From an optimization exercise on the open Yosys and OpenROAD flow, aimed at small area; shortcuts taken in it are not production practice.
The RTL was checked by simulation tests, not by an equivalence proof against the original design.
No activity file was given, so power comes from the tool's default toggle rates.

<file path="flow/config.mk">
export PLATFORM = sky130hd
export DESIGN_NAME = risc_cpu
export DESIGN_NICKNAME = risc_cpu
export VERILOG_FILES = /design/flow/design.v
export SDC_FILE = /design/flow/constraint.sdc
export NUM_CORES = 4
export LEC_CHECK = 0
export CAP_MARGIN = 20
export CORE_MARGIN = 2
export CORE_UTILIZATION = 40
export CTS_BUF_LIST = sky130_fd_sc_hd__clkbuf_8
export CTS_CLUSTER_DIAMETER = 60
export CTS_CLUSTER_SIZE = 14
export PLACE_DENSITY = 0.6
export SLEW_MARGIN = 20
export SYNTH_HIERARCHICAL = 1
export BUFFER_PORTS_ARGS = -buffer_cell sky130_fd_sc_hd__buf_1
export CTS_ARGS = -sink_clustering_enable -repair_clock_nets -buf_list sky130_fd_sc_hd__clkbuf_8 -sink_clustering_size 14 -sink_clustering_max_diameter 60 -dont_use_dummy_load
</file>
<file path="flow/constraint.sdc">
create_clock -name core_clock -period 10.0 [get_ports {clk}]
set_input_delay 2.0000 -clock core_clock [delete_from_list [all_inputs] [get_ports {clk}]]
set_output_delay 2.0000 -clock core_clock [all_outputs]
set_load 0.01 [all_outputs]
</file>
<file path="flow/design.v">
module alu_dp(
input [31:0]an,
input [31:0]b,
input sub,
input s_a,input s_a_n,
input s_l,input s_l_n,
input s_or,input s_or_n,
output [31:0]r,
output co
);
wire [32:0]c;             
assign c[0]=sub;
genvar i;
generate for(i=0;i<32;i=i+1) begin:bt
  wire xn;                
  g_xnor2 ux(.a(b[i]),.b(sub),.y(xn));
  if(i%2==0) begin:e
    wire p,g,sn,ln;
    g_xor2 up(.a(an[i]),.b(xn),.y(p));
    g_nor2 ug(.a(an[i]),.b(xn),.y(g));
    g_a21oi uc(.a1(p),.a2(c[i]),.b1(g),.y(c[i+1]));
    g_xnor2 us(.a(p),.b(c[i]),.y(sn));
    g_a21oi ul(.a1(p),.a2(s_or),.b1(g),.y(ln));
    g_o22ai ur(.a1(sn),.a2(s_a_n),.b1(ln),.b2(s_l_n),.y(r[i]));
  end else begin:o
    wire pn,gn,s,l;
    g_xnor2 up(.a(an[i]),.b(xn),.y(pn));
    g_or2 ug(.a(an[i]),.b(xn),.y(gn));
    g_o21ai uc(.a1(pn),.a2(c[i]),.b1(gn),.y(c[i+1]));
    g_xor2 us(.a(pn),.b(c[i]),.y(s));
    g_o21ai ul(.a1(pn),.a2(s_or_n),.b1(gn),.y(l));
    g_ao22 ur(.a(s),.sa(s_a),.b(l),.sb(s_l),.y(r[i]));
  end
end endgenerate
assign co=c[32];
endmodule
module add30(
input [29:0]a,
input [15:0]imm,
output [29:0]s
);
wire [29:0]bb={{14{imm[15]}},imm};
wire [30:0]c;             
g_ha u0(.a(a[0]),.b(bb[0]),.s(s[0]),.co(c[1]));
genvar i;
generate for(i=1;i<30;i=i+1) begin:b
  if(i%2==1) begin:t
    wire p,gn;
    g_xor2 up(.a(a[i]),.b(bb[i]),.y(p));
    g_nand2 ug(.a(a[i]),.b(bb[i]),.y(gn));
    g_a21boi uc(.a1(p),.a2(c[i]),.b1n(gn),.y(c[i+1]));
    g_xor2 us(.a(p),.b(c[i]),.y(s[i]));
  end else begin:n
    wire pn,gn;
    g_xnor2 up(.a(a[i]),.b(bb[i]),.y(pn));
    g_nand2 ug(.a(a[i]),.b(bb[i]),.y(gn));
    g_o21ai uc(.a1(pn),.a2(c[i]),.b1(gn),.y(c[i+1]));
    g_xor2 us(.a(pn),.b(c[i]),.y(s[i]));
  end
end endgenerate
endmodule
module inc32(
input [31:0]a,
output [31:0]s
);
wire [31:0]c;
assign s[0]=~a[0];
assign c[1]=a[0];
genvar i;
generate for(i=1;i<31;i=i+1) begin:b
  g_ha u(.a(a[i]),.b(c[i]),.s(s[i]),.co(c[i+1]));
end endgenerate
g_xor2 ut(.a(a[31]),.b(c[31]),.y(s[31]));
endmodule
module g_ao22(input a,input sa,input b,input sb,output y);
assign y=(a&sa)|(b&sb);
endmodule
module g_aoi222(input a,input sa,input b,input sb,input c,input sc,output y);
assign y=~((a&sa)|(b&sb)|(c&sc));
endmodule
module g_a21boi(input a1,input a2,input b1n,output y);
assign y=~((a1&a2)|~b1n);
endmodule
module g_a21oi(input a1,input a2,input b1,output y);
assign y=~((a1&a2)|b1);
endmodule
module g_o21ai(input a1,input a2,input b1,output y);
assign y=~((a1|a2)&b1);
endmodule
module g_o22ai(input a1,input a2,input b1,input b2,output y);
assign y=~((a1|a2)&(b1|b2));
endmodule
module g_xor2(input a,input b,output y);
assign y=a^b;
endmodule
module g_xnor2(input a,input b,output y);
assign y=~(a^b);
endmodule
module g_nor2(input a,input b,output y);
assign y=~(a|b);
endmodule
module g_nand2(input a,input b,output y);
assign y=~(a&b);
endmodule
module g_or2(input a,input b,output y);
assign y=a|b;
endmodule
module g_inv(input a,output y);
assign y=~a;
endmodule
module g_ha(input a,input b,output s,output co);
assign s=a^b;
assign co=a&b;
endmodule
module rf_wmux(input s,input sn,input a,input b,output y);
assign y=(s&a)|(sn&b);
endmodule
module rf_aoi222(input a0,input s0,input a1,input s1,input a2,input s2,output y);
assign y=~((a0&s0)|(a1&s1)|(a2&s2));
endmodule
module rf_or11n(input [10:0]n,output y);
assign y=~&n;
endmodule
module rf_rd33(input [32:0]x,input [32:0]s,output y);
wire [10:0]n;
genvar k;
generate for(k=0;k<11;k=k+1) begin:g
  rf_aoi222 a(.a0(x[3*k]),.s0(s[3*k]),.a1(x[3*k+1]),.s1(s[3*k+1]),.a2(x[3*k+2]),.s2(s[3*k+2]),.y(n[k]));
end endgenerate
rf_or11n o(.n(n),.y(y));
endmodule
module risc_cpu(
input clk,
input rst,
output [31:0]imem_addr,
input [31:0]imem_data,
output [31:0]dmem_addr,
output [31:0]dmem_wdata,
output dmem_we,
output dmem_re,
input [31:0]dmem_rdata
);
reg [31:0]pc;             
reg [31:0]ir;             
reg e_regwrite,e_memwrite,e_memread,e_regdst,e_alusrc;
reg e_fa_m,e_fa_x,e_fa_r,e_sb_m,e_sb_x,e_sb_r,e_sfw;  
reg [2:0]e_op;
reg [31:0]e_a,e_b;
reg [15:0]e_imm;
reg [4:0]e_rt;
reg x_regwrite,x_memwrite,x_memread;
reg [31:0]x_res,x_wd;
reg [4:0]x_rd;
reg m_regwrite;
reg [31:0]m_data;
reg [4:0]m_rd;
wire c0=ir[26],c1=ir[27],c2=ir[28],c3=ir[29],c5=ir[31];
wire d_jump=c1&~c0;
wire d_memread=c0&c1&~c3;
wire d_memwrite=c0&c1&c3;
wire d_alusrc=c0&c1;
wire d_regwrite=~((c5^c1)|c3|c2);
wire d_regdst=~c1;
wire [1:0]aluop={~c5&~c2,c2};
wire [5:0]fn=ir[5:0];
wire [2:0]d_op;
assign d_op[0]=aluop[1]&~aluop[0]&((fn[3]&~fn[2]&fn[1]&~fn[0])|(fn[2]&~fn[3]&fn[0]&~fn[1]));
assign d_op[1]=~aluop[1]|(aluop[1]&~aluop[0]&(fn[1]|~fn[3])&~fn[2]&~fn[0]);
assign d_op[2]=(~aluop[1]&aluop[0])|(~aluop[0]&aluop[1]&~fn[2]&fn[1]&~fn[0]);
wire [4:0]rs=ir[25:21],rt=ir[20:16];
wire [4:0]e_rd=e_imm[15:11];
wire stall=(e_memread&((e_rt==rt)|(e_rt==rs)))|(d_memwrite&((e_rd==rt)|(e_rd==rs)));
wire rf_we=m_regwrite&~rst;
wire [31:0]rd1,rd2;
wire [31:0]q[0:31];
wire [31:0]s1,s2;
wire byp1=m_regwrite&(m_rd==rs);    
wire byp2=m_regwrite&(m_rd==rt);
genvar i,j;
generate for(i=0;i<32;i=i+1) begin:r
  reg [31:0]v;
  wire wen=rf_we&(m_rd==i);
  wire wn=~wen;
  wire [31:0]d;
  for(j=0;j<32;j=j+1) begin:b
    rf_wmux m(.s(wen),.sn(wn),.a(m_data[j]),.b(v[j]),.y(d[j]));
  end
  always@(posedge clk) v<=d;
  assign q[i]=v;
  assign s1[i]=~byp1&(rs==i);
  assign s2[i]=~byp2&(rt==i);
end endgenerate
generate for(j=0;j<32;j=j+1) begin:c
  wire [32:0]x;
  for(i=0;i<32;i=i+1) begin:e
    assign x[i]=q[i][j];
  end
  assign x[32]=m_data[j];
  rf_rd33 p1(.x(x),.s({byp1,s1}),.y(rd1[j]));
  rf_rd33 p2(.x(x),.s({byp2,s2}),.y(rd2[j]));
end endgenerate
wire flush=(rd1==rd2)&c2;
wire pcsrc=flush|d_jump;
wire [31:0]inc,npc;
wire [29:0]pcb;
inc32 ui(.a(pc),.s(inc));
add30 ub(.a(pc[31:2]),.imm(ir[15:0]),.s(pcb));
wire s_inc=~pcsrc;
wire s_br=pcsrc&c2;
wire s_j=pcsrc&~c2;
wire [31:0]jt={2'b00,pc[31:28],ir[23:0],2'b00};
genvar k;
generate for(k=0;k<32;k=k+1) begin:n
  if(k<2) begin:lo
    g_ao22 u(.a(inc[k]),.sa(s_inc),.b(pc[k]),.sb(s_br),.y(npc[k]));
  end else if(k>=30) begin:hi
    g_ao22 u(.a(inc[k]),.sa(s_inc),.b(pcb[k-2]),.sb(s_br),.y(npc[k]));
  end else begin:mid
    wire nn;
    g_aoi222 u(.a(inc[k]),.sa(s_inc),.b(pcb[k-2]),.sb(s_br),.c(jt[k]),.sc(s_j),.y(nn));
    g_inv v(.a(nn),.y(npc[k]));
  end
end endgenerate
assign imem_addr=npc;
wire f_hold=~rst&stall&~flush;
wire f_ldpc=~rst&~(stall&~flush);
wire f_ldir=~rst&~stall&~flush;
wire [31:0]pc_d,ir_d;
generate for(k=0;k<32;k=k+1) begin:f
  g_ao22 up(.a(pc[k]),.sa(f_hold),.b(npc[k]),.sb(f_ldpc),.y(pc_d[k]));
  g_ao22 ui(.a(ir[k]),.sa(f_hold),.b(imem_data[k]),.sb(f_ldir),.y(ir_d[k]));
end endgenerate
always@(posedge clk) begin pc<=pc_d; ir<=ir_d; end
always@(posedge clk)
  if(rst) begin
    e_regwrite<=0; e_memwrite<=0; e_memread<=0; e_regdst<=0; e_rt<=0;
  end else begin
    e_regwrite<=d_regwrite&~stall;
    e_memwrite<=d_memwrite&~stall;
    e_memread<=d_memread&~stall;
    e_regdst<=d_regdst&~stall;
    e_rt<=rt;
  end
always@(posedge clk) begin
  e_alusrc<=alusrc_d;
  e_op<=stall?3'b010:d_op;
  e_a<=rd1;
  e_b<=rd2;
  e_imm<=ir[15:0];
end
wire [4:0]dest=e_regdst?e_rd:e_rt;
wire fa_m_d=x_regwrite&(x_rd!=0)&(x_rd==rs);
wire fa_x_d=~fa_m_d&e_regwrite&(dest!=0)&(dest==rs);
wire fb_m_d=x_regwrite&(x_rd!=0)&(x_rd==rt);
wire fb_x_d=~fb_m_d&e_regwrite&(dest!=0)&(dest==rt);
wire alusrc_d=d_alusrc&~stall;
always@(posedge clk) begin
  e_fa_m<=fa_m_d;
  e_fa_x<=fa_x_d;
  e_fa_r<=~fa_m_d&~fa_x_d;
  e_sb_m<=fb_m_d&~alusrc_d;
  e_sb_x<=fb_x_d&~alusrc_d;
  e_sb_r<=~fb_m_d&~fb_x_d&~alusrc_d;
  e_sfw<=(rt==x_rd);
end
wire [31:0]da_n,db;
wire kn=~(e_imm[15]&e_alusrc);
generate for(k=0;k<32;k=k+1) begin:x
  wire t,u;
  g_aoi222 ua(.a(m_data[k]),.sa(e_fa_m),.b(x_res[k]),.sb(e_fa_x),.c(e_a[k]),.sc(e_fa_r),.y(da_n[k]));
  g_aoi222 ub(.a(m_data[k]),.sa(e_sb_m),.b(x_res[k]),.sb(e_sb_x),.c(e_b[k]),.sc(e_sb_r),.y(t));
  if(k<16) begin:lo
    g_nand2 uc(.a(e_imm[k]),.b(e_alusrc),.y(u));
  end else begin:hi
    assign u=kn;
  end
  g_nand2 ud(.a(t),.b(u),.y(db[k]));
end endgenerate
wire sub=e_op[2];
wire s_a=e_op[1]&~e_op[0];
wire s_l=~e_op[2]&~e_op[1];
wire s_or=~e_op[2]&~e_op[1]&e_op[0];
wire s_slt=&e_op;
wire [31:0]ar;
wire co;
alu_dp ua(.an(da_n),.b(db),.sub(sub),.s_a(s_a),.s_a_n(~s_a),.s_l(s_l),.s_l_n(~s_l),
  .s_or(s_or),.s_or_n(~s_or),.r(ar),.co(co));
wire [31:0]result={ar[31:1],ar[0]|(s_slt&~co)};
wire [31:0]wdata;
generate for(k=0;k<32;k=k+1) begin:w
  g_ao22 u(.a(m_data[k]),.sa(e_sfw),.b(e_b[k]),.sb(~e_sfw),.y(wdata[k]));
end endgenerate
always@(posedge clk)
  if(rst) begin x_regwrite<=0; x_memwrite<=0; x_memread<=0; end
  else begin x_regwrite<=e_regwrite; x_memwrite<=e_memwrite; x_memread<=e_memread; end
always@(posedge clk) begin
  x_res<=result;
  x_wd<=wdata;
  x_rd<=dest;
end
assign dmem_addr=x_res;
assign dmem_wdata=x_wd;
assign dmem_we=x_memwrite;
assign dmem_re=x_memread;
always@(posedge clk)
  if(rst) m_regwrite<=0;
  else m_regwrite<=x_regwrite;
wire [31:0]m_data_d;
generate for(k=0;k<32;k=k+1) begin:m
  g_ao22 u(.a(dmem_rdata[k]),.sa(x_memread),.b(x_res[k]),.sb(~x_memread),.y(m_data_d[k]));
end endgenerate
always@(posedge clk) begin
  m_data<=m_data_d;
  m_rd<=x_rd;
end
endmodule
</file>
<file path="flow/flow/run.sh">
#!/bin/bash
# Layout: the standard flow (standard.sh) unchanged, except that
#  - the port buffers are sky130_fd_sc_hd__buf_1 (buffer_ports -buffer_cell);
#  - clock tree synthesis inserts no dummy loads (-dont_use_dummy_load).
# Each step's output goes to its own log file here.
set -euo pipefail
bash standard.sh synth > run_synth.log 2>&1
cat >> config.mk <<'CFG'
export BUFFER_PORTS_ARGS = -buffer_cell sky130_fd_sc_hd__buf_1
export CTS_ARGS = -sink_clustering_enable -repair_clock_nets -buf_list sky130_fd_sc_hd__clkbuf_8 -sink_clustering_size 14 -sink_clustering_max_diameter 60 -dont_use_dummy_load
CFG
bash standard.sh finish > run_layout.log 2>&1
</file>
<file path="flow/standard.sh">
#!/bin/bash
# synth_recipe.tcl (not shown) runs the flow's synth.tcl, then flattens the netlist and writes it again
# the make line also repeats each setting of config.mk as NAME=value (left out here)
make -C /OpenROAD-flow-scripts/flow DESIGN_CONFIG=/design/flow/config.mk WORK_HOME=/design/flow/orfs CLKGATE_MAP_FILE= SYNTH_SCRIPT=/design/flow/synth_recipe.tcl "${@:-finish}"
</file>
==> summary.txt, run 1 <==
Run status
  – Status: finished clean

Clock tree
  – Worst-path clk slew: 0.09 ns
  – CTS max path bufs: 3
  – TritonCTS Buffers: 113
  – Clock sinks: 1297
  – H-tree depth: 3
  – Root Driver: clkbuf_8
  – Clock Latency Late Sink: 0.92 ns
  – CTS tree: done

Synthesis
  – Dominant cell type by area after synthesis: dfxtp_1
  – FFs w/ async S/R, synth: 0
  – Cells after synthesis: 4334
  – Adder-Cell Fraction of Synth Area: 0.007595
  – #FFs+latches synth: 1297
  – Mapped Area: 0.05107 mm2
  – Top-area cell type share of the netlist area: 0.5084
  – Net count after synthesis: 4431
  – Yosys warns: 7
  – Post-synthesis xor/xnor area fraction: 0.04082
  – Dominant synthesized flop cell: dfxtp_1
  – Compound-gate portion of the synthesized area: 0.3748
  – Sequential area share after synthesis: 0.5084
  – Largest family of logic cells by synthesized area: compound AO/OA/AOI/OAI gates
  – Yosys cell types: 49
  – Dominant cells by area after synthesis: dfxtp_1, a22o_1, a222oi_1, xor2_1, xnor2_1
  – Simple-Gate Fraction of Synth Area: 0.05902
  – Post-synth EDFFs: 0
  – Mux contribution to synthesized area: 0.001225
  – Syn_area_per_cell: 11.78 um2

Setup path
  – Slowest CP cell: nor3_1
  – Worst Path Arrival: 7.73 ns
  – Most Frequent Cell on Critical Path: buf_4
  – Worst Setup Start Kind: flip-flop
  – Delay-heaviest family, CP: simple AND/OR/NAND/NOR gates
  – Worst EP required: 8.00 ns
  – Crit path max fanout: 26
  – Worst Path Class, Setup: reg2out
  – Crit end category: output pin
  – CP Buf/Inv Count: 6
  – Worst-path cell chain: xor2_1 -> nor4_1 -> nand3_1 -> inv_2 -> or3_2 -> nor2_4 -> buf_4 -> a222oi_1 -> nand4_1 -> or3_1 -> xor2_1 -> nor3_1 -> nand3_1 -> nor3_2 -> buf_4 -> a21oi_2 -> buf_4 -> a222oi_1 -> inv_1 -> buf_1
  – Max incr delay on CP: 0.58 ns

STA
  – Final period util: 0.9733
  – Setup_tns: 0 ns
  – Fin. max-slew vios: 0
  – Max Fclk: 102.7 MHz
  – Finish-stage setup viols: 0
  – RSZ-0062 raised after global routing: false
  – Final hold vios: 0
  – Worst Tran Pin Value: 1.244 ns
  – Rel. slew slack: 0.1692
  – Fin Hold WS: 0.3720 ns
  – Worst Skew: 0.1209 ns
  – Final period demand of the worst path: 9.733 ns

Global route
  – Number of global-route vias before repair: 46840
  – First-pass GRT wire length: 338300 um
  – M2 GR Usage: 0.4793
  – GRT overflow: 0
  – GRT met1 Usage: 0.4568
  – Most used routing layer: met2
  – GRT met3 Usage: 0.1457
  – Initial antenna violation count: 18
  – Largest net degree at the start of global routing: 64
  – Total Routing Usage GR: 0.3522

Drt
  – Post-Route WL: 242600 um
  – Final ANT Viol Nets: 0
  – Iter 0 DRT Violations: 11550
  – Detailed Routing Iterations Pass 1: 17
  – DR WL/cell: 37.43 um
  – Residual DRC count: 0
  – Via count: 49900
  – DR vias/cell: 7.698

Run
  – Max Cap Violations: 0

Floorplan
  – Starting Density: 0.4015
  – Site Rows: 131
  – Full die area: 0.1305 mm2
  – Placeable Area: 0.1272 mm2
  – Die width: 361.3 um
  – Die H: 361.3 um
  – # IOs: 164

Layout
  – Final instance area: 0.05738 mm2
  – Most common cell after layout, fill and taps aside: dfxtp_1
  – Fillers: 11820
  – Area growth syn-to-layout: 12.35%
  – Commonest cells after routing, fill and taps aside: dfxtp_1, a22o_1, a222oi_1
  – Multi-input logic area: 0.02516 mm2
  – Fin nets: 4900
  – Storage element area: 0.02597 mm2
  – Share of layout cells above drive strength 1: 0.1035

Min path
  – Hold WC Path Type: reg2reg

Placed design
  – # port buffers: 162
  – DP Area: 0.05575 mm2
  – Post-DP HPWL: 146500 um
  – RD Place Congestion: 1.012

Power and ir drop
  – Peak supply drop: 0.1501 mV
  – Power Total: 0.01195 W
  – Power Density: 208.2 mW/mm2
  – Pleak: 21.43 nW
## power by group
group / switching (W) / internal (W) / total (W)
logic: 0.00226 / 0.000906 / 0.00317
registers: 0.000425 / 0.00557 / 0.00599
clock network: 0.00179 / 0.00100 / 0.00279
## per-module statistics from Yosys, one instance, submodules excluded, excerpt
module   cells  area (um2)  copies in the design
g_nand2      1       3.754                    76
g_nor2       1       3.754                    16
g_or2        1       6.256                    16
g_xnor2      1       8.758                    78
g_inv        1       3.754                    28
g_o22ai      1       6.256                    16
rf_wmux      1       8.758                  1024
g_ao22       1       8.758                   147
## stage by stage
step / setup WS, ns / util / std cells
2_1_floorplan: 2.111 / - / 4334
3_3_place_gp: 1.179 / 0.4383 / 6350
3_5_place_dp: 1.186 / 0.4383 / 6350
4_1_cts: 0.2128 / 0.4506 / 6463
5_1_grt: 0.004794 / 0.4510 / 6476
6_report: 0.2667 / 0.4511 / 6482
## final timing paths
| check | start | depth (start not counted) | end | slack (ns) |
|---|---|---|---|---|
| hold reg to reg | ir[7]$_DFF_P_ | 0 | e_imm[7]$_DFF_P_ | 0.37 |
| setup reg to reg | e_sb_r$_DFF_P_ | 40 | x_res[0]$_DFF_P_ | 0.51 |
| setup / recovery | m_rd[3]$_DFF_P_ | 20 | imem_addr[6] | 0.27 |
| hold / removal | ir[7]$_DFF_P_ | 0 | e_imm[7]$_DFF_P_ | 0.37 |
## cell families after synthesis
kind of cell               count (synthesis)
muxes                                      5
adders and majority gates                 31
and+or+nand+nor                          573
buffers and inverters                    101
DFF                                     1297
xor gates and xnor gates                 238
AOI/OAI and AO/OA                       2089
## cell type report
class                           instances  area share
Clock buffer                          113     0.02711
Inverter                               76    0.004972
Antenna cell                           19   0.0008287
Tap cell                             1662     0.03624
Multi-Input combinational cell       2936      0.4385
Timing Repair Buffer                  379     0.03965
Sequential cell                      1297      0.4527
## synth_stat cells, types with 9 or more instances
cell / count
a21oi_2: 32
inv_1: 72
xor2_1: 135
dfxtp_1: 1297
a22o_1: 1171
nor2_1: 95
buf_2: 13
xnor2_1: 103
clkbuf_1: 9
nor4_1: 14
ha_1: 31
nand3_1: 78
nand4_1: 130
o22ai_1: 16
or2_1: 16
nor2b_1: 14
o21ai_1: 47
a222oi_1: 796
nand2_1: 120
or3_1: 68
a21boi_2: 14
## worst register-to-register path, delay by kind of cell, from the launching register on
kind	cells	cell delay, ns
flip-flops	1	0.31
buffers and inverters	3	0.66
XOR/XNOR	2	0.63
AO/OA/AOI/OAI	34	7.64
AND/OR/NAND/NOR	1	0.13
## sequential cells by signal, summed over array words and instances, names as in the netlist, 16 cells and up
signal / count
pc: 32
m_data: 32
x_wd: 32
ir: 31
r.v: 1024
e_a: 32
e_imm: 16
x_res: 32
e_b: 32
## what timing repair did
action                     4_1_cts  5_1_grt
hold buffers                     0        0
setup endpoints to repair        0       32
buffers inserted                 0        0
resized for setup                0        3
## per-layer routing
layer,share of wire,wire [um]
met5,0.00027,66
met4,0.072,17430
met3,0.16,38470
met2,0.39,95000
met1,0.38,91640
==> inputs of run 2 (changes only) <==
--- a/flow/design.v
+++ b/flow/design.v
@@ -174,8 +174,12 @@
 wire [31:0]rd1,rd2;
 wire [31:0]q[0:31];
 wire [31:0]s1,s2;
-wire byp1=m_regwrite&(m_rd==rs);    
-wire byp2=m_regwrite&(m_rd==rt);
+reg byp1,byp2;
+wire [31:0]ir_d;
+always@(posedge clk) begin
+  byp1<=~rst&x_regwrite&(x_rd==ir_d[25:21]);
+  byp2<=~rst&x_regwrite&(x_rd==ir_d[20:16]);
+end
 genvar i,j;
 generate for(i=0;i<32;i=i+1) begin:r
   reg [31:0]v;
@@ -225,7 +229,7 @@
 wire f_hold=~rst&stall&~flush;
 wire f_ldpc=~rst&~(stall&~flush);
 wire f_ldir=~rst&~stall&~flush;
-wire [31:0]pc_d,ir_d;
+wire [31:0]pc_d;
 generate for(k=0;k<32;k=k+1) begin:f
   g_ao22 up(.a(pc[k]),.sa(f_hold),.b(npc[k]),.sb(f_ldpc),.y(pc_d[k]));
   g_ao22 ui(.a(ir[k]),.sa(f_hold),.b(imem_data[k]),.sb(f_ldir),.y(ir_d[k]));
--- a/flow/flow/run.sh
+++ b/flow/flow/run.sh
@@ -7,6 +7,6 @@
 bash standard.sh synth > run_synth.log 2>&1
 cat >> config.mk <<'CFG'
 export BUFFER_PORTS_ARGS = -buffer_cell sky130_fd_sc_hd__buf_1
-export CTS_ARGS = -sink_clustering_enable -repair_clock_nets -buf_list sky130_fd_sc_hd__clkbuf_8 -sink_clustering_size 14 -sink_clustering_max_diameter 60 -dont_use_dummy_load
+export CTS_ARGS = -sink_clustering_enable -repair_clock_nets -buf_list sky130_fd_sc_hd__clkbuf_8 -sink_clustering_size 16 -sink_clustering_max_diameter 65 -dont_use_dummy_load
 CFG
 bash standard.sh finish > run_layout.log 2>&1
==> flow/config.mk (replaced) <==
export PLATFORM = sky130hd
export DESIGN_NAME = risc_cpu
export DESIGN_NICKNAME = risc_cpu
export VERILOG_FILES = /design/flow/design.v
export SDC_FILE = /design/flow/constraint.sdc
export NUM_CORES = 4
export LEC_CHECK = 0
export CAP_MARGIN = 20
export CORE_MARGIN = 2
export CORE_UTILIZATION = 40
export CTS_BUF_LIST = sky130_fd_sc_hd__clkbuf_8
export CTS_CLUSTER_DIAMETER = 65
export CTS_CLUSTER_SIZE = 16
export PLACE_DENSITY = 0.6
export SLEW_MARGIN = 20
export SYNTH_HIERARCHICAL = 1
export BUFFER_PORTS_ARGS = -buffer_cell sky130_fd_sc_hd__buf_1
export CTS_ARGS = -sink_clustering_enable -repair_clock_nets -buf_list sky130_fd_sc_hd__clkbuf_8 -sink_clustering_size 16 -sink_clustering_max_diameter 65 -dont_use_dummy_load
==> summary.txt, run 2 <==
Run status
  – Status: finished clean

Drt
  – DR WL/cell: 35.87 um (-4.2%)
  – Post-Route WL: 232000 um (-4.4%)
  – Detailed Routing Iterations Pass 1: 12 (-5)
  – Via count: 48780 (-2.2%)
  – Residual DRC count: 0 (unchanged)
  – Final ANT Viol Nets: 0 (unchanged)
  – DR vias/cell: 7.543 (-2.0%)
  – Iter 0 DRT Violations: 11210 (-2.9%)

Setup path
  – Worst-path cell chain: nand2b_1 -> nor2_4 -> buf_4 -> a222oi_1 -> nand4_1 -> or3_1 -> xor2_1 -> nor4_1 -> nand4_1 -> nor3_1 -> buf_4 -> nor2_2 -> buf_4 -> a222oi_1 -> inv_1 -> buf_1
  – Worst flop-to-flop path startpoint: e_sb_m$_DFF_P_
  – Max incr delay on CP: 0.91 ns (+0.33 ns)
  – Delay-heaviest family, CP: simple AND/OR/NAND/NOR gates
  – Worst Path Arrival: 7.57 ns (-0.16 ns)
  – Worst R2R End: x_res[0]$_DFF_P_
  – Worst Path Class, Setup: reg2out
  – Most Frequent Cell on Critical Path: buf_4
  – Worst EP required: 8.00 ns (about the same)
  – FF-to-FF path depth: 38 (-5.0%)
  – R2R setup slack: 0.95 ns (+0.44 ns)
  – Slowest CP cell: nor4_1
  – CP Buf/Inv Count: 5 (-1)
  – Crit path max fanout: 18 (-31%)
  – Crit end category: output pin
  – Worst Setup Start Kind: flip-flop

Clock tree
  – Cts repair resizes: 0 (unchanged)
  – Hold-fix buffers, CTS: 0 (unchanged)
  – Root Driver: clkbuf_8
  – Worst-path clk slew: 0.10 ns (about the same)
  – CTS tree: done
  – H-tree depth: 3 (unchanged)
  – Clock Latency Late Sink: 0.83 ns (-0.09 ns)
  – Clock sinks: 1299 (+0.15%)
  – Setup bufs post-CTS: 0 (unchanged)
  – CTS max path bufs: 3 (unchanged)
  – TritonCTS Buffers: 107 (-5.3%)

Synthesis
  – Yosys cell types: 49 (unchanged)
  – Yosys warns: 7 (unchanged)
  – Cell with the most instances after synthesis: dfxtp_1
  – Post-synth EDFFs: 0 (unchanged)
  – #FFs+latches synth: 1299 (+0.15%)
  – FFs w/ async S/R, synth: 0 (unchanged)
  – Dominant synthesized flop cell: dfxtp_1
  – Top-area cell type share of the netlist area: 0.5088 (about the same)
  – Most frequent cells after synthesis: dfxtp_1, a22o_1, a222oi_1
  – Net count after synthesis: 4453 (+0.50%)
  – Mapped Area: 0.05111 mm2 (about the same)
  – Sequential area share after synthesis: 0.5088 (about the same)
  – Cells after synthesis: 4356 (+0.51%)
  – Dominant cell type by area after synthesis: dfxtp_1
  – Syn_area_per_cell: 11.73 um2 (-0.42%)
  – Dominant cells by area after synthesis: dfxtp_1, a22o_1, a222oi_1, xor2_1, xnor2_1

Layout
  – Commonest cells after routing, fill and taps aside: dfxtp_1, a22o_1, a222oi_1
  – Fin nets: 4897 (-0.061%)
  – Area growth syn-to-layout: 11.89%
  – Max FFs per register: 1024 (unchanged)
  – Top reg by flops: r.v
  – Most common cell after layout, fill and taps aside: dfxtp_1
  – Share of layout cells above drive strength 1: 0.09650 (-0.007022)
  – Finished Layout Cells: 6467 (-0.23%)

STA
  – Worst Skew: 0.1216 ns (+0.0006980 ns)
  – Worst Tran Pin Value: 1.199 ns (-0.04427 ns)
  – Finish-stage setup viols: 0 (unchanged)
  – Setup_tns: 0 ns (unchanged)
  – Max Fclk: 104.5 MHz (+1.7%)
  – RSZ-0062 raised after global routing: false
  – Rel. slew slack: 0.1985 (+0.02929)
  – Fin Hold WS: 0.4213 ns (+0.04927 ns)
  – Fin. max-slew vios: 0 (unchanged)
  – Final setup margin: 0.4306 ns (+0.1639 ns)
  – Final period demand of the worst path: 9.569 ns (-0.1639 ns)
  – Final period util: 0.9569 (-0.01639)
  – Final hold vios: 0 (unchanged)

Floorplan
  – Site Rows: 131 (unchanged)
  – # IOs: 164 (unchanged)
  – Die width: 361.5 um (about the same)
  – Starting Density: 0.4018 (about the same)
  – Placeable Area: 0.1272 mm2 (unchanged)
  – Full die area: 0.1306 mm2 (about the same)
  – Die H: 361.5 um (about the same)

Global route
  – Number of global-route vias before repair: 45720 (-2.4%)
  – Total Routing Usage GR: 0.3355 (-0.01677)
  – Initial antenna violation count: 14 (-4)
  – Largest net degree at the start of global routing: 64 (unchanged)
  – First-pass GRT wire length: 326100 um (-3.6%)
  – GRT overflow: 0 (unchanged)

Power and ir drop
  – Peak supply drop: 0.1967 mV (+31%)
  – Pleak: 21.31 nW (-0.53%)
  – Power Density: 206.8 mW/mm2 (-0.66%)

Min path
  – Hold path start: ir[14]$_DFF_P_
  – Hold EP: e_imm[14]$_DFF_P_
  – Hold WC Path Type: reg2reg
  – Hold depth: 0 (unchanged)

Placed design
  – Placed cell count: 6353 (+0.047%)
  – RD Place Congestion: 0.9483 (-6.3%)
  – # port buffers: 162 (unchanged)
  – Setup Slack @ Placement: 1.475 ns (+0.2894 ns)
  – Post-DP HPWL: 141400 um (-3.5%)

Run
  – Max Cap Violations: 0 (unchanged)
[run 2: cell count changes after synthesis, sizes merged, moves of 4 or more]
cell | before | now
nand2b | 2 | 10
nand4 | 130 | 135
buf | 16 | 12
clkbuf | 9 | 17
nor2b | 14 | 21
nor2 | 95 | 101
nor3 | 11 | 17
nand3b | 8 | 1
[run 2: cells by family (layout without fill, tap and decap cells)]
logic type	Yosys count	count (layout)	share of synthesized area
xor gates and xnor gates	238	238	0.04079
DFF	1299	1299	0.5088
and+or+nand+nor	591	591	0.05995
muxes	5	5	0.0009793
buffers and inverters	104	546	0.008446
adders and majority gates	31	31	0.007589
other	0	7	0
AOI/OAI and AO/OA	2088	2088	0.3734
[run 2: layer usage]
layer | wire length (um) | vias up | global-route usage
li1 | - | 20160 | -
met1 | 89650 | 23860 | 0.4526
met2 | 94160 | 4047 | 0.4713
met3 | 32660 | 700 | 0.09909
met4 | 15430 | 10 | 0.1979
met5 | 69 | - | 0
[run 2: power by group]
| group | internal [W] | leakage, nW | total (W) | switching [W] |
|---|---|---|---|---|
| Combinational | 0.000849 | 10.0 | 0.00293 | 0.00208 |
| Sequential | 0.00558 | 10.5 | 0.00619 | 0.000611 |
| Clock | 0.000950 | 0.769 | 0.00271 | 0.00176 |
| Total | 0.00738 | 21.3 | 0.0118 | 0.00445 |
[run 2: layout make-up]
cell class              instances  area, um2
fillers                     11790      70010
flip-flops and latches       1299      26020
multi-input cells            2953      25160
repair buffers                364       2162
well taps                    1662       2079
clock buffers                 107       1473
inverters                      75      281.5
diodes                          7      17.52
[run 2: worst reg2reg max path, delay by kind of cell, from the launching register on]
| kind | cells | cell delay (ns) |
|---|---|---|
| xor+xnor | 2 | 0.57 |
| compound gates | 34 | 7.57 |
| buf+inv | 1 | 0.22 |
| flops | 1 | 0.48 |
| simple gates | 1 | 0.11 |
[run 2: stage by stage]
step	total power, W	area (um2)	util
after global placement	0.009037	55690	0.4379
after detailed placement	0.009059	55690	0.4379
after floorplan	0.007604	51110	-
final	0.01183	57190	0.4496
after CTS	0.01167	57170	0.4495
after global routing	0.01213	57180	0.4495
[run 2: how the worst max path moves through the flow]
stage | from | end | slack [ns] | depth (start not counted)
global route | ir[1]$_DFF_P_ | imem_addr[31] | 0.32 | 32
detailed placement | e_sb_m$_DFF_P_ | x_res[0]$_DFF_P_ | 1.48 | 38
CTS | pc[1]$_DFF_P_ | imem_addr[31] | 0.67 | 33
finish | ir[22]$_DFF_P_ | imem_addr[15] | 0.43 | 16
global placement | e_sb_m$_DFF_P_ | x_res[0]$_DFF_P_ | 1.58 | 38
floorplan | pc[1]$_DFF_P_ | imem_addr[31] | 2.11 | 32
[run 2: per-module statistics from Yosys, one instance, submodules excluded, a selection]
module / copies in the design / flops+latches / cells
g_ao22: 147 / 0 / 1
g_ha: 31 / 0 / 1
inc32: 1 / 0 / 1
g_o21ai: 46 / 0 / 1
g_o22ai: 16 / 0 / 1
g_inv: 28 / 0 / 1
g_a21oi: 32 / 0 / 1
g_nor2: 16 / 0 / 1
g_xor2: 77 / 0 / 1
g_xnor2: 78 / 0 / 1
rf_wmux: 1024 / 0 / 1
g_nand2: 76 / 0 / 1
g_or2: 16 / 0 / 1
rf_or11n: 64 / 0 / 4
==> inputs of run 3 (changes only) <==
--- a/flow/config.mk
+++ b/flow/config.mk
@@ -11,7 +11,7 @@
 export CTS_BUF_LIST = sky130_fd_sc_hd__clkbuf_8
 export CTS_CLUSTER_DIAMETER = 65
 export CTS_CLUSTER_SIZE = 16
-export PLACE_DENSITY = 0.6
+export PLACE_DENSITY = 0.75
 export SLEW_MARGIN = 20
 export SYNTH_HIERARCHICAL = 1
 export BUFFER_PORTS_ARGS = -buffer_cell sky130_fd_sc_hd__buf_1
==> summary.txt, run 3 <==
Setup path
  – Worst EP required: 8.00 ns (about the same)
  – Worst Setup SP: ir[23]$_DFF_P_
  – Worst Path Arrival: 7.68 ns (+0.11 ns)
  – Crit path max fanout: 32 (+14)
  – CP Buf/Inv Count: 4 (-1)
  – Crit end category: output pin
  – Worst-path cell chain: nor2_1 -> nand2_1 -> nor2_4 -> buf_4 -> a222oi_1 -> nand4_1 -> or3_1 -> xor2_1 -> nor4_2 -> nand4_1 -> nor3_1 -> nor2_2 -> buf_4 -> a222oi_1 -> inv_1 -> buf_1
  – Worst flop-to-flop path startpoint: m_data[0]$_DFF_P_
  – Max incr delay on CP: 0.96 ns (+0.05 ns)
  – Delay-heaviest family, CP: simple AND/OR/NAND/NOR gates
  – Worst Setup Start Kind: flip-flop
  – Worst Path Class, Setup: reg2out
  – Slowest CP cell: nor4_2

Global route
  – First-pass GRT wire length: 319100 um (-2.2%)
  – GRT overflow: 0 (unchanged)
  – Initial antenna violation count: 26 (+12)
  – Number of global-route vias before repair: 47630 (+4.2%)
  – Largest net degree at the start of global routing: 64 (unchanged)
  – Total Routing Usage GR: 0.3234 (-0.01202)

STA
  – Setup_tns: 0 ns (unchanged)
  – Rel. slew slack: 0.1661 (-0.03244)
  – Worst Tran Pin Value: 1.243 ns (+0.04387 ns)
  – Final hold vios: 0 (unchanged)
  – Final period util: 0.9678 (+0.01085)
  – RSZ-0062 raised after global routing: false
  – Final period demand of the worst path: 9.678 ns (+0.1085 ns)
  – Final setup margin: 0.3222 ns (-0.1085 ns)
  – Worst Skew: 0.09403 ns (-0.02762 ns)
  – Fin. max-slew vios: 0 (unchanged)
  – Finish-stage setup viols: 0 (unchanged)
  – Max Fclk: 103.3 MHz (-1.1%)

Run
  – Max Cap Violations: 0 (unchanged)

Drt
  – DR WL/cell: 34.90 um (-2.7%)
  – DR vias/cell: 7.767 (+3.0%)
  – Final ANT Viol Nets: 0 (unchanged)
  – Residual DRC count: 0 (unchanged)
  – Detailed Routing Iterations Pass 1: 15 (+3)
  – Via count: 50100 (+2.7%)
  – Iter 0 DRT Violations: 12350 (+10%)
  – Post-Route WL: 225100 um (-2.9%)

Synthesis
  – Dominant cell type by area after synthesis: dfxtp_1
  – Dominant synthesized flop cell: dfxtp_1
  – Cell with the most instances after synthesis: dfxtp_1
  – Dominant cells by area after synthesis: dfxtp_1, a22o_1, a222oi_1, xor2_1, xnor2_1
  – FFs w/ async S/R, synth: 0 (unchanged)
  – Top-area cell type share of the netlist area: 0.5088 (unchanged)
  – Most frequent cells after synthesis: dfxtp_1, a22o_1, a222oi_1
  – #FFs+latches synth: 1299 (unchanged)
  – Post-synth EDFFs: 0 (unchanged)
  – Sequential area share after synthesis: 0.5088 (unchanged)
  – Mapped Area: 0.05111 mm2 (unchanged)
  – Yosys warns: 7 (unchanged)
  – Net count after synthesis: 4453 (unchanged)
  – Cells after synthesis: 4356 (unchanged)
  – Yosys cell types: 49 (unchanged)
  – Syn_area_per_cell: 11.73 um2 (unchanged)

Floorplan
  – Full die area: 0.1306 mm2 (unchanged)
  – Die H: 361.5 um (unchanged)
  – Die width: 361.5 um (unchanged)
  – Starting Density: 0.4018 (unchanged)
  – # IOs: 164 (unchanged)
  – Site Rows: 131 (unchanged)
  – Placeable Area: 0.1272 mm2 (unchanged)

Min path
  – Hold WC Path Type: reg2reg
  – Hold path start: ir[5]$_DFF_P_

Clock tree
  – Cts repair resizes: 0 (unchanged)
  – Worst-path clk slew: 0.10 ns (about the same)
  – CTS max path bufs: 3 (unchanged)
  – H-tree depth: 3 (unchanged)
  – TritonCTS Buffers: 93 (-13%)
  – Setup bufs post-CTS: 0 (unchanged)
  – Hold-fix buffers, CTS: 0 (unchanged)
  – Clock Latency Late Sink: 0.81 ns (-0.02 ns)
  – Root Driver: clkbuf_8
  – CTS tree: done
  – Clock sinks: 1299 (unchanged)

Layout
  – Max FFs per register: 1024 (unchanged)
  – Fillers: 11690 (-0.78%)
  – Most common cell after layout, fill and taps aside: dfxtp_1
  – Share of layout cells above drive strength 1: 0.08815 (-0.008349)
  – Fin nets: 4875 (-0.45%)
  – Multi-input logic area: 0.02506 mm2 (-0.39%)
  – Commonest cells after routing, fill and taps aside: dfxtp_1, a22o_1, a222oi_1
  – Area growth syn-to-layout: 11.14%
  – Storage element area: 0.02601 mm2 (about the same)
  – Top reg by flops: r.v

Placed design
  – # port buffers: 162 (unchanged)
  – RD Place Congestion: 1.060 (+12%)
  – Post-DP HPWL: 132700 um (-6.2%)
  – Setup Slack @ Placement: 1.474 ns (-0.001080 ns)

Power and ir drop
  – Pleak: 21.13 nW (-0.87%)
  – Power Total: 0.01164 W (-1.6%)
  – Power Density: 204.9 mW/mm2 (-0.95%)
  – Peak supply drop: 0.1926 mV (-2.1%)

Run status
  – Status: finished clean
## run 3: cell count changes in the layout (fill, tap and decap cells not counted), moves of 3 or more
cell,delta
buf_12,-3
buf_4,-5
clkbuf_8,-14
clkinv_1,+4
dfxtp_1,+6
dfxtp_2,-6
diode_2,+5
inv_2,-5
nand2_1,+10
nand2_2,-10
nor2_2,+16
nor2_4,-16
## run 3: worst paths after layout
kind                                    endpoint  slack [ns]  cells past startpoint
worst max-delay path               imem_addr[14]        0.32                     16
worst min-delay path            e_imm[5]$_DFF_P_        0.43                      0
worst max register to register  x_res[0]$_DFF_P_        0.87                     37
worst min register to register  e_imm[5]$_DFF_P_        0.43                      0
## run 3: cell families (layout without fill, tap and decap cells)
logic type / after synthesis / count (layout) / share of synthesized area
compound gates: 2088 / 2088 / 0.3734
flops: 1299 / 1299 / 0.5088
simple gates: 591 / 591 / 0.05995
xor+xnor: 238 / 238 / 0.04079
buf+inv: 104 / 524 / 0.008446
fa+ha+maj: 31 / 31 / 0.007589
mux: 5 / 5 / 0.0009793
other cells: 0 / 12 / 0
## run 3: routing by layer
layer / track usage / part of all wire
met3: 0.1401 / 0.17
met1: 0.3879 / 0.34
met5: 0.002960 / 0.0014
met4: 0.2511 / 0.088
met2: 0.4511 / 0.40
## run 3: area by class of cell
class | instances | share of cell area
repair buffers | 356 | 0.03635
diodes | 12 | 0.0005287
well taps | 1662 | 0.03661
multi-input cells | 2953 | 0.4411
clock buffers | 93 | 0.02253
inverters | 75 | 0.004956
flip-flops and latches | 1299 | 0.4579
## run 3: worst register-to-register path: cells and delay by family (launching register included)
kind | cells | cell delay [ns]
flops | 1 | 0.82
xor+xnor | 1 | 0.38
compound gates | 34 | 7.33
buf+inv | 2 | 0.57
## run 3: report_power, final
group	internal, W	switching [W]	total (W)	leakage [nW]
logic	0.000837	0.00218	0.00302	9.95
clock network	0.000833	0.00168	0.00252	0.669
registers	0.00558	0.000523	0.00610	10.5
total	0.00725	0.00439	0.0116	21.1
## run 3: metrics by stage
stage                       util  std cells  area, um2  hold WS [ns]
after floorplan                -       4356      51110        0.3290
after global placement    0.4363       6345      55490        0.4079
after detailed placement  0.4363       6345      55490        0.4096
after CTS                 0.4463       6438      56770        0.4227
after global routing      0.4464       6441      56780        0.4276
final                     0.4466       6450      56800        0.4252
## run 3: per-module statistics from Yosys (local to each module, per instance), excerpt
module | area [um2] | cells inside | copies in the design | flops+latches
g_or2 | 6.256 | 1 | 16 | 0
risc_cpu | 28300 | 1702 | 1 | 1299
rf_or11n | 23.77 | 4 | 64 | 0
g_o21ai | 5.005 | 1 | 46 | 0
g_inv | 3.754 | 1 | 28 | 0
g_a21oi | 8.758 | 1 | 32 | 0
g_nand2 | 3.754 | 1 | 76 | 0
g_nor2 | 3.754 | 1 | 16 | 0
g_xnor2 | 8.758 | 1 | 78 | 0
g_a21boi | 11.26 | 1 | 14 | 0
g_aoi222 | 10.01 | 1 | 92 | 0
g_o22ai | 6.256 | 1 | 16 | 0
==> inputs of run 4 (changes only) <==
--- a/flow/config.mk
+++ b/flow/config.mk
@@ -11,7 +11,7 @@
 export CTS_BUF_LIST = sky130_fd_sc_hd__clkbuf_8
 export CTS_CLUSTER_DIAMETER = 65
 export CTS_CLUSTER_SIZE = 16
-export PLACE_DENSITY = 0.75
+export PLACE_DENSITY = 0.8
 export SLEW_MARGIN = 20
 export SYNTH_HIERARCHICAL = 1
 export BUFFER_PORTS_ARGS = -buffer_cell sky130_fd_sc_hd__buf_1
==> summary.txt, run 4 <==
Run status
  – Status: finished clean

Global route
  – GRT met3 Usage: 0.1265 (-0.01358)
  – M2 GR Usage: 0.4428 (-0.008280)
  – Most used routing layer: met2
  – Number of global-route vias before repair: 47780 (+0.31%)
  – GRT overflow: 0 (unchanged)
  – First-pass GRT wire length: 315100 um (-1.2%)
  – Initial antenna violation count: 7 (-73%)
  – Largest net degree at the start of global routing: 64 (unchanged)
  – Total Routing Usage GR: 0.3176 (-0.005885)
  – GRT met1 Usage: 0.3907 (+0.002820)

Layout
  – Max FFs per register: 1024 (unchanged)
  – Final instance area: 0.05675 mm2 (about the same)
  – Fillers: 11590 (-0.87%)
  – Top reg by flops: r.v
  – Share of layout cells above drive strength 1: 0.08761 (-0.0005364)
  – Commonest cells after routing, fill and taps aside: dfxtp_1, a22o_1, a222oi_1
  – Area growth syn-to-layout: 11.04% (about the same)
  – Most common cell after layout, fill and taps aside: dfxtp_1
  – Fin nets: 4870 (-0.10%)

Synthesis
  – Net count after synthesis: 4453 (unchanged)
  – Post-synthesis xor/xnor area fraction: 0.04079 (unchanged)
  – Dominant synthesized flop cell: dfxtp_1
  – Dominant cells by area after synthesis: dfxtp_1, a22o_1, a222oi_1, xor2_1, xnor2_1
  – Largest family of logic cells by synthesized area: compound AO/OA/AOI/OAI gates
  – Mux contribution to synthesized area: 0.0009792 (unchanged)
  – Most frequent cells after synthesis: dfxtp_1, a22o_1, a222oi_1
  – Mapped Area: 0.05111 mm2 (unchanged)
  – Sequential area share after synthesis: 0.5088 (unchanged)
  – Simple-Gate Fraction of Synth Area: 0.05995 (unchanged)
  – Syn_area_per_cell: 11.73 um2 (unchanged)
  – #FFs+latches synth: 1299 (unchanged)
  – Cell with the most instances after synthesis: dfxtp_1
  – Yosys cell types: 49 (unchanged)
  – Top-area cell type share of the netlist area: 0.5088 (unchanged)
  – Dominant cell type by area after synthesis: dfxtp_1
  – Post-synth EDFFs: 0 (unchanged)
  – Adder-Cell Fraction of Synth Area: 0.007589 (unchanged)
  – Yosys warns: 7 (unchanged)
  – Cells after synthesis: 4356 (unchanged)
  – FFs w/ async S/R, synth: 0 (unchanged)
  – Compound-gate portion of the synthesized area: 0.3734 (unchanged)

Placed design
  – # port buffers: 162 (unchanged)
  – DP Area: 0.05536 mm2 (-0.24%)
  – Post-DP HPWL: 130300 um (-1.8%)
  – RD Place Congestion: 1.037 (-2.2%)
  – Setup Slack @ Placement: 1.510 ns (+0.03612 ns)

Power and ir drop
  – Power Total: 0.01162 W (-0.16%)
  – Pleak: 21.10 nW (-0.15%)
  – Peak supply drop: 0.2041 mV (+6.0%)
  – Power Density: 204.7 mW/mm2 (about the same)

STA
  – Setup_tns: 0 ns (unchanged)
  – Rel. slew slack: 0.1752 (+0.009139)
  – Final period util: 0.9380 (-0.02980)
  – Final setup margin: 0.6201 ns (+0.2980 ns)
  – Final period demand of the worst path: 9.380 ns (-0.2980 ns)
  – Final hold vios: 0 (unchanged)
  – RSZ-0062 raised after global routing: false
  – Worst Tran Pin Value: 1.234 ns (-0.008951 ns)
  – Max Fclk: 106.6 MHz (+3.2%)
  – Worst Skew: 0.1148 ns (+0.02080 ns)
  – Finish-stage setup viols: 0 (unchanged)
  – Fin. max-slew vios: 0 (unchanged)

Clock tree
  – Clock Latency Late Sink: 0.83 ns (+0.02 ns)
  – CTS tree: done
  – Clock sinks: 1299 (unchanged)
  – Root Driver: clkbuf_8
  – CTS max path bufs: 3 (unchanged)
  – Setup bufs post-CTS: 0 (unchanged)
  – Cts repair resizes: 0 (unchanged)
  – Worst-path clk slew: 0.11 ns (about the same)
  – TritonCTS Buffers: 96 (+3.2%)
  – H-tree depth: 3 (unchanged)
  – Hold-fix buffers, CTS: 0 (unchanged)

Setup path
  – Slowest CP cell: dfxtp_1
  – Worst Path Arrival: 7.38 ns (-0.30 ns)
  – Most Frequent Cell on Critical Path: ha_1
  – Max incr delay on CP: 0.34 ns (-0.62 ns)
  – Worst Path Class, Setup: reg2out
  – Worst Setup Start Kind: flip-flop
  – Worst EP required: 8.00 ns (about the same)
  – Crit path max fanout: 3 (-91%)
  – Crit end category: output pin

Drt
  – Iter 0 DRT Violations: 12800 (+3.7%)
  – DR WL/cell: 34.38 um (-1.5%)
  – Via count: 50070 (-0.054%)
  – Residual DRC count: 0 (unchanged)
  – Post-Route WL: 221300 um (-1.7%)
  – DR vias/cell: 7.779 (+0.15%)
  – Detailed Routing Iterations Pass 1: 17 (+2)
  – Final ANT Viol Nets: 0 (unchanged)

Floorplan
  – Full die area: 0.1306 mm2 (unchanged)
  – Site Rows: 131 (unchanged)
  – Die H: 361.5 um (unchanged)
  – Starting Density: 0.4018 (unchanged)
  – Die width: 361.5 um (unchanged)
  – # IOs: 164 (unchanged)
  – Placeable Area: 0.1272 mm2 (unchanged)

Min path
  – Hold WC Path Type: reg2reg

Run
  – Max Cap Violations: 0 (unchanged)
-- run 4: cell type report --
cell class / instances / area [um2] / area share
timing repair buffer: 348 / 2044 / 0.03602
inverter: 75 / 281.5 / 0.004960
tap: 1662 / 2079 / 0.03664
multi-input combinational: 2953 / 25010 / 0.4407
clock buffer: 96 / 1321 / 0.02328
sequential: 1299 / 26010 / 0.4583
antenna: 4 / 10.01 / 0.0001764
-- run 4: per-module statistics from Yosys (local to each module, per instance), excerpt --
module	area [um2]	times used	cells inside
g_a21oi	8.758	32	1
g_a21boi	11.26	14	1
inc32	3.754	1	1
rf_aoi222	10.01	704	1
risc_cpu	28300	1	1702
g_o22ai	6.256	16	1
rf_or11n	23.77	64	4
g_o21ai	5.005	46	1
g_or2	6.256	16	1
g_nor2	3.754	16	1
g_ha	12.51	31	1
-- run 4: layer usage --
| metal | vias up | part of all wire |
|---|---|---|
| met3 | 995 | 0.17 |
| met5 | - | 0.00098 |
| met1 | 23890 | 0.35 |
| li1 | 20090 | - |
| met4 | 8 | 0.085 |
| met2 | 5093 | 0.40 |
-- run 4: logic make-up (layout without fill, tap and decap cells) --
logic type / count (synthesis) / in the layout
AO/OA/AOI/OAI: 2088 / 2088
XOR/XNOR: 238 / 238
adder cells (fa/ha/maj): 31 / 31
buffers and inverters: 104 / 519
flip-flops: 1299 / 1299
multiplexers: 5 / 5
other: 0 / 4
AND/OR/NAND/NOR: 591 / 591
-- run 4: critical path: cells and delay by family (launching register included) --
family / cells / cell delay [ns]
xor gates and xnor gates: 1 / 0.17
buffers and inverters: 1 / 0.16
DFF: 1 / 0.34
adders and majority gates: 30 / 5.68
AOI/OAI and AO/OA: 1 / 0.25
-- run 4: worst paths after layout --
| check | startpoint | end | slack (ns) | depth (start not counted) |
|---|---|---|---|---|
| max | pc[1]$_DFF_P_ | imem_addr[31] | 0.62 | 33 |
| min | ir[14]$_DFF_P_ | e_imm[14]$_DFF_P_ | 0.42 | 0 |
| max reg2reg | e_sb_m$_DFF_P_ | x_res[0]$_DFF_P_ | 1.09 | 39 |
| min reg2reg | ir[14]$_DFF_P_ | e_imm[14]$_DFF_P_ | 0.42 | 0 |
-- run 4: where the power goes --
group	internal, W	switching [W]
Combinational	0.000837	0.00211
Clock	0.000859	0.00169
Sequential	0.00558	0.000543
-- run 4: through the flow --
stage / hold WS [ns] / utilization / cells
2_1_floorplan: 0.3290 / - / 4356
3_3_place_gp: 0.3966 / 0.4352 / 6335
3_5_place_dp: 0.4071 / 0.4352 / 6335
4_1_cts: 0.4136 / 0.4456 / 6431
5_1_grt: 0.4335 / 0.4461 / 6434
6_report: 0.4243 / 0.4462 / 6437
==> inputs of run 5 (changes only) <==
--- a/flow/config.mk
+++ b/flow/config.mk
@@ -11,7 +11,7 @@
 export CTS_BUF_LIST = sky130_fd_sc_hd__clkbuf_8
 export CTS_CLUSTER_DIAMETER = 65
 export CTS_CLUSTER_SIZE = 16
-export PLACE_DENSITY = 0.8
+export PLACE_DENSITY = 0.9
 export SLEW_MARGIN = 20
 export SYNTH_HIERARCHICAL = 1
 export BUFFER_PORTS_ARGS = -buffer_cell sky130_fd_sc_hd__buf_1
==> summary.txt, run 5 <==
Setup path
  – Delay-heaviest family, CP: adder cells
  – Worst Path Arrival: 7.54 ns (+0.16 ns)
  – Worst EP required: 8.00 ns (about the same)
  – Worst Setup Start Kind: flip-flop
  – Worst Setup SP: pc[1]$_DFF_P_
  – Worst Path Class, Setup: reg2out
  – Most Frequent Cell on Critical Path: ha_1
  – Worst flop-to-flop path startpoint: m_data[0]$_DFF_P_
  – Slowest CP cell: dfxtp_1
  – Crit path max fanout: 3 (unchanged)
  – Crit end category: output pin
  – Max incr delay on CP: 0.34 ns (about the same)
  – CP Buf/Inv Count: 1 (unchanged)

Placed design
  – DP Area: 0.05526 mm2 (-0.17%)
  – RD Place Congestion: 1.031 (-0.55%)
  – Post-DP HPWL: 131800 um (+1.1%)
  – # port buffers: 162 (unchanged)

STA
  – Fin. max-slew vios: 0 (unchanged)
  – Finish-stage setup viols: 0 (unchanged)
  – RSZ-0062 raised after global routing: false
  – Final period util: 0.9537 (+0.01575)
  – Rel. slew slack: 0.2216 (+0.04639)
  – Worst Tran Pin Value: 1.166 ns (-0.06794 ns)
  – Worst Skew: 0.1690 ns (+0.05413 ns)
  – Max Fclk: 104.9 MHz (-1.7%)
  – Setup_tns: 0 ns (unchanged)
  – Final period demand of the worst path: 9.537 ns (+0.1575 ns)
  – Final hold vios: 0 (unchanged)

Clock tree
  – H-tree depth: 3 (unchanged)
  – CTS tree: done
  – Setup bufs post-CTS: 0 (unchanged)
  – Root Driver: clkbuf_8
  – CTS max path bufs: 3 (unchanged)
  – Clock Latency Late Sink: 0.86 ns (+0.03 ns)
  – Clock sinks: 1299 (unchanged)
  – TritonCTS Buffers: 92 (-4.2%)
  – Hold-fix buffers, CTS: 0 (unchanged)
  – Worst-path clk slew: 0.10 ns (about the same)
  – Cts repair resizes: 0 (unchanged)

Drt
  – DR WL/cell: 35.14 um (+2.2%)
  – Post-Route WL: 226200 um (+2.2%)
  – Via count: 51710 (+3.3%)
  – Final ANT Viol Nets: 0 (unchanged)
  – Iter 0 DRT Violations: 14960 (+17%)
  – DR vias/cell: 8.033 (+3.3%)
  – Detailed Routing Iterations Pass 1: 17 (unchanged)
  – Residual DRC count: 0 (unchanged)

Synthesis
  – Top-area cell type share of the netlist area: 0.5088 (unchanged)
  – Cells after synthesis: 4356 (unchanged)
  – Dominant synthesized flop cell: dfxtp_1
  – Most frequent cells after synthesis: dfxtp_1, a22o_1, a222oi_1
  – Dominant cells by area after synthesis: dfxtp_1, a22o_1, a222oi_1, xor2_1, xnor2_1
  – #FFs+latches synth: 1299 (unchanged)
  – Dominant cell type by area after synthesis: dfxtp_1
  – Yosys warns: 7 (unchanged)
  – Yosys cell types: 49 (unchanged)
  – Mapped Area: 0.05111 mm2 (unchanged)
  – Sequential area share after synthesis: 0.5088 (unchanged)
  – Cell with the most instances after synthesis: dfxtp_1
  – Net count after synthesis: 4453 (unchanged)
  – Post-synth EDFFs: 0 (unchanged)
  – FFs w/ async S/R, synth: 0 (unchanged)
  – Syn_area_per_cell: 11.73 um2 (unchanged)

Layout
  – Top reg by flops: r.v
  – Max FFs per register: 1024 (unchanged)
  – Fillers: 11600 (+0.11%)
  – Area growth syn-to-layout: 10.65%
  – Fin nets: 4868 (-0.041%)
  – Most common cell after layout, fill and taps aside: dfxtp_1
  – Share of layout cells above drive strength 1: 0.08618 (-0.001431)
  – Final instance area: 0.05655 mm2 (-0.35%)
  – Commonest cells after routing, fill and taps aside: dfxtp_1, a22o_1, a222oi_1

Global route
  – Initial antenna violation count: 19 (+12)
  – GRT overflow: 0 (unchanged)
  – Number of global-route vias before repair: 48970 (+2.5%)
  – First-pass GRT wire length: 321900 um (+2.2%)
  – Largest net degree at the start of global routing: 64 (unchanged)
  – Total Routing Usage GR: 0.3232 (+0.005662)

Floorplan
  – # IOs: 164 (unchanged)
  – Die width: 361.5 um (unchanged)
  – Starting Density: 0.4018 (unchanged)
  – Placeable Area: 0.1272 mm2 (unchanged)
  – Full die area: 0.1306 mm2 (unchanged)
  – Die H: 361.5 um (unchanged)
  – Site Rows: 131 (unchanged)

Power and ir drop
  – Power Density: 205.4 mW/mm2 (+0.33%)
  – Pleak: 21.03 nW (-0.32%)
  – Peak supply drop: 0.2045 mV (+0.20%)

Min path
  – Hold WC Path Type: reg2reg
  – Hold path start: ir[4]$_DFF_P_

Run status
  – Status: finished clean

Run
  – Max Cap Violations: 0 (unchanged)
[run 5: changes by cell type in the layout (fill, tap and decap cells not counted), sizes merged]
cell    previous run  this run
buf              348       350
clkinv             6        10
diode              4         7
clkbuf            96        92
inv               69        65
[run 5: metrics by stage]
step / hold WS (ns) / setup slack (ns) / util / cells / total power [W]
final: 0.4305 / 0.4627 / 0.4446 / 6438 / 0.01162
after global routing: 0.4308 / 0.1267 / 0.4445 / 6433 / 0.01180
after CTS: 0.4130 / 0.5628 / 0.4445 / 6431 / 0.01130
after detailed placement: 0.4046 / 1.057 / 0.4345 / 6339 / 0.008959
after global placement: 0.4049 / 1.165 / 0.4345 / 6339 / 0.008860
after floorplan: 0.3290 / 2.111 / - / 4356 / 0.007604
[run 5: Yosys stat by module, one instance, submodules excluded, a selection]
module | cells inside | times used
g_o22ai | 1 | 16
g_nand2 | 1 | 76
g_inv | 1 | 28
g_ao22 | 1 | 147
g_o21ai | 1 | 46
g_ha | 1 | 31
rf_aoi222 | 1 | 704
g_xor2 | 1 | 77
risc_cpu | 1702 | 1
inc32 | 1 | 1
g_nor2 | 1 | 16
[run 5: final timing paths]
check                                   endpoint  slack [ns]  cells past startpoint
worst max-delay path               imem_addr[31]        0.46                     33
worst min-delay path            e_imm[4]$_DFF_P_        0.43                      0
worst max register to register  x_res[0]$_DFF_P_        0.46                     38
worst min register to register  e_imm[4]$_DFF_P_        0.43                      0
[run 5: where the power goes]
group / leakage [nW] / total (W) / internal (W) / switching, W
sequential: 10.5 / 0.00609 / 0.00558 / 0.000510
combinational: 9.86 / 0.00303 / 0.000834 / 0.00219
clock: 0.661 / 0.00250 / 0.000825 / 0.00167
total: 21.0 / 0.0116 / 0.00724 / 0.00438
[run 5: cell type report]
cell class              instances  area [um2]  area share
diodes                          7       17.52   0.0003097
clock buffers                  92        1266     0.02239
inverters                      75       281.5    0.004978
multi-input cells            2953       24870      0.4397
flip-flops and latches       1299       26010      0.4599
well taps                    1662        2079     0.03677
repair buffers                350        2032     0.03593
[run 5: logic make-up after synthesis]
group	synth area share
fa+ha+maj	0.007589
mux	0.0009793
compound gates	0.3734
simple gates	0.05995
xor+xnor	0.04079
buf+inv	0.008446
flops	0.5088
[run 5: per-layer routing]
layer,vias to the layer above,GRT usage,part of all wire
li1,20100,-,-
met1,24310,0.3890,0.33
met2,5790,0.4476,0.39
met3,1487,0.1509,0.19
met4,24,0.2348,0.093
met5,-,0.008509,0.00090
==> inputs of run 6 (changes only) <==
==> flow/config.mk (replaced) <==
export PLATFORM = sky130hd
export DESIGN_NAME = risc_cpu
export DESIGN_NICKNAME = risc_cpu
export VERILOG_FILES = /design/flow/design.v
export SDC_FILE = /design/flow/constraint.sdc
export NUM_CORES = 4
export LEC_CHECK = 0
export CAP_MARGIN = 5
export CORE_MARGIN = 2
export CORE_UTILIZATION = 40
export CTS_BUF_LIST = sky130_fd_sc_hd__clkbuf_8
export CTS_CLUSTER_DIAMETER = 65
export CTS_CLUSTER_SIZE = 16
export PLACE_DENSITY = 0.75
export SLEW_MARGIN = 5
export SYNTH_HIERARCHICAL = 1
export BUFFER_PORTS_ARGS = -buffer_cell sky130_fd_sc_hd__buf_1
export CTS_ARGS = -sink_clustering_enable -repair_clock_nets -buf_list sky130_fd_sc_hd__clkbuf_8 -sink_clustering_size 16 -sink_clustering_max_diameter 65 -dont_use_dummy_load
==> summary.txt, run 6 <==
Run status
  – Status: finished clean

Setup path
  – Crit end category: output pin
  – Slowest CP cell: nor2_4
  – FF-to-FF path depth: 37 (-2.6%)
  – Worst R2R End: x_res[0]$_DFF_P_
  – Worst Setup Start Kind: flip-flop
  – Worst Path Arrival: 7.67 ns (+0.13 ns)
  – Crit path max fanout: 32 (+29)
  – R2R setup slack: 0.89 ns (+0.43 ns)

Synthesis
  – Cell with the most instances after synthesis: dfxtp_1
  – Post-synthesis xor/xnor area fraction: 0.04079 (unchanged)
  – Sequential area share after synthesis: 0.5088 (unchanged)
  – Dominant cells by area after synthesis: dfxtp_1, a22o_1, a222oi_1, xor2_1, xnor2_1
  – Post-synth EDFFs: 0 (unchanged)
  – Mapped Area: 0.05111 mm2 (unchanged)
  – FFs w/ async S/R, synth: 0 (unchanged)
  – Dominant synthesized flop cell: dfxtp_1
  – Adder-Cell Fraction of Synth Area: 0.007589 (unchanged)
  – Dominant cell type by area after synthesis: dfxtp_1
  – Compound-gate portion of the synthesized area: 0.3734 (unchanged)
  – Top-area cell type share of the netlist area: 0.5088 (unchanged)
  – Yosys warns: 7 (unchanged)
  – Mux contribution to synthesized area: 0.0009792 (unchanged)

Placed design
  – DP Area: 0.05549 mm2 (+0.41%)
  – Placed cell count: 6345 (+0.095%)
  – RD Place Congestion: 1.060 (+2.8%)
  – Post-DP HPWL: 132700 um (+0.67%)

Power and ir drop
  – Pleak: 21.14 nW (+0.51%)
  – Power Density: 204.7 mW/mm2 (-0.34%)
  – Peak supply drop: 0.1926 mV (-5.8%)

Min path
  – Hold depth: 0 (unchanged)
  – Hold path start: ir[9]$_DFF_P_
  – Hold EP: e_imm[9]$_DFF_P_
  – Hold WC Path Type: reg2reg

Clock tree
  – Setup bufs post-CTS: 0 (unchanged)
  – Clock sinks: 1299 (unchanged)
  – Worst-path clk slew: 0.10 ns (about the same)
  – Cts repair resizes: 0 (unchanged)
  – TritonCTS Buffers: 93 (+1.1%)
  – Root Driver: clkbuf_8
  – CTS tree: done
  – Clock Latency Late Sink: 0.81 ns (-0.05 ns)

Layout
  – Area growth syn-to-layout: 11.13%
  – Final instance area: 0.05680 mm2 (+0.43%)
  – Commonest cells after routing, fill and taps aside: dfxtp_1, a22o_1, a222oi_1
  – Fillers: 11690 (+0.77%)
  – Share of layout cells above drive strength 1: 0.08815 (+0.001967)
  – Max FFs per register: 1024 (unchanged)
  – Finished Layout Cells: 6449 (+0.17%)

Drt
  – Detailed Routing Iterations Pass 1: 13 (-4)
  – Via count: 50120 (-3.1%)
  – Final ANT Viol Nets: 0 (unchanged)
  – DR WL/cell: 34.91 um (-0.67%)
  – Residual DRC count: 0 (unchanged)
  – Iter 0 DRT Violations: 12310 (-18%)

STA
  – Rel. slew slack: 0.1132 (-0.1084)
  – Finish-stage setup viols: 0 (unchanged)
  – Fin. max-slew vios: 0 (unchanged)
  – Final period demand of the worst path: 9.669 ns (+0.1321 ns)
  – Worst Skew: 0.09015 ns (-0.07881 ns)
  – Final period util: 0.9669 (+0.01321)
  – Setup_tns: 0 ns (unchanged)
  – Max Fclk: 103.4 MHz (-1.4%)
  – RSZ-0062 raised after global routing: false

Floorplan
  – Placeable Area: 0.1272 mm2 (unchanged)
  – Site Rows: 131 (unchanged)
  – # IOs: 164 (unchanged)
  – Die width: 361.5 um (unchanged)

Global route
  – Largest net degree at the start of global routing: 64 (unchanged)
  – Number of global-route vias before repair: 47630 (-2.7%)
  – GRT overflow: 0 (unchanged)
run 6: layer usage:
metal / vias up / routed length [um] / global-route usage / share of wire
li1: 20110 / - / - / -
met1: 23830 / 76880 / 0.3879 / 0.34
met2: 5050 / 89930 / 0.4511 / 0.40
met3: 1098 / 38480 / 0.1401 / 0.17
met4: 28 / 19610 / 0.2511 / 0.087
met5: - / 211 / 0.002960 / 0.00094
run 6: kinds of logic after synthesis:
kind of cell | after synthesis
AO/OA/AOI/OAI | 2088
flip-flops | 1299
AND/OR/NAND/NOR | 591
XOR/XNOR | 238
buffers and inverters | 104
adder cells (fa/ha/maj) | 31
multiplexers | 5
run 6: power breakdown:
part           total, W  internal, W  switching [W]
combinational   0.00302     0.000837        0.00218
sequential      0.00610      0.00558       0.000523
clock           0.00250     0.000833        0.00167
total            0.0116      0.00725        0.00438
run 6: per-module statistics from Yosys, one instance, submodules excluded, excerpt:
module    area (um2)  times used
g_a21boi       11.26          14
g_or2          6.256          16
g_ha           12.51          31
inc32          3.754           1
risc_cpu       28300           1
rf_wmux        8.758        1024
rf_or11n       23.77          64
g_o21ai        5.005          46
run 6: worst max-delay path by stage:
stage,startpoint,to,slack [ns]
after global placement,pc[1]$_DFF_P_,imem_addr[31],1.48
after detailed placement,m_data[0]$_DFF_P_,x_res[0]$_DFF_P_,1.47
after global routing,ir[1]$_DFF_P_,imem_addr[31],0.25
final,ir[21]$_DFF_P_,imem_addr[14],0.33
after CTS,pc[1]$_DFF_P_,imem_addr[31],0.60
after floorplan,pc[1]$_DFF_P_,imem_addr[31],2.11
run 6: cell type report:
class	count	area (um2)	area share
timing repair buffer	356	2064	0.03635
inverter	75	281.5	0.004956
multi-input combinational	2953	25060	0.4412
tap	1662	2079	0.03661
antenna	11	27.53	0.0004846
clock buffer	93	1280	0.02254
sequential	1299	26010	0.4579
run 6: per-stage QoR:
stage	hold slack, ns	worst slack, ns
3_3_place_gp	0.4079	1.483
6_report	0.4285	0.3306
3_5_place_dp	0.4096	1.474
5_1_grt	0.4276	0.2461
2_1_floorplan	0.3290	2.111
4_1_cts	0.4227	0.5985
run 6: worst max-delay path, delay by kind of cell (launching register included):
kind                   cells  cell delay, ns
AO/OA/AOI/OAI              2            0.57
XOR/XNOR                   1            0.20
buffers and inverters      4            0.93
flip-flops                 1            0.75
AND/OR/NAND/NOR            8            4.42

Re-timed with assumed drivers on the ports (clkbuf_16 on the clock, buf_2 on other inputs), run 6 has 0.259 ns of setup slack against 0.331 ns with ideal ports, and 0.891 ns once port delays also move by the mid clock arrival of 0.834 ns.
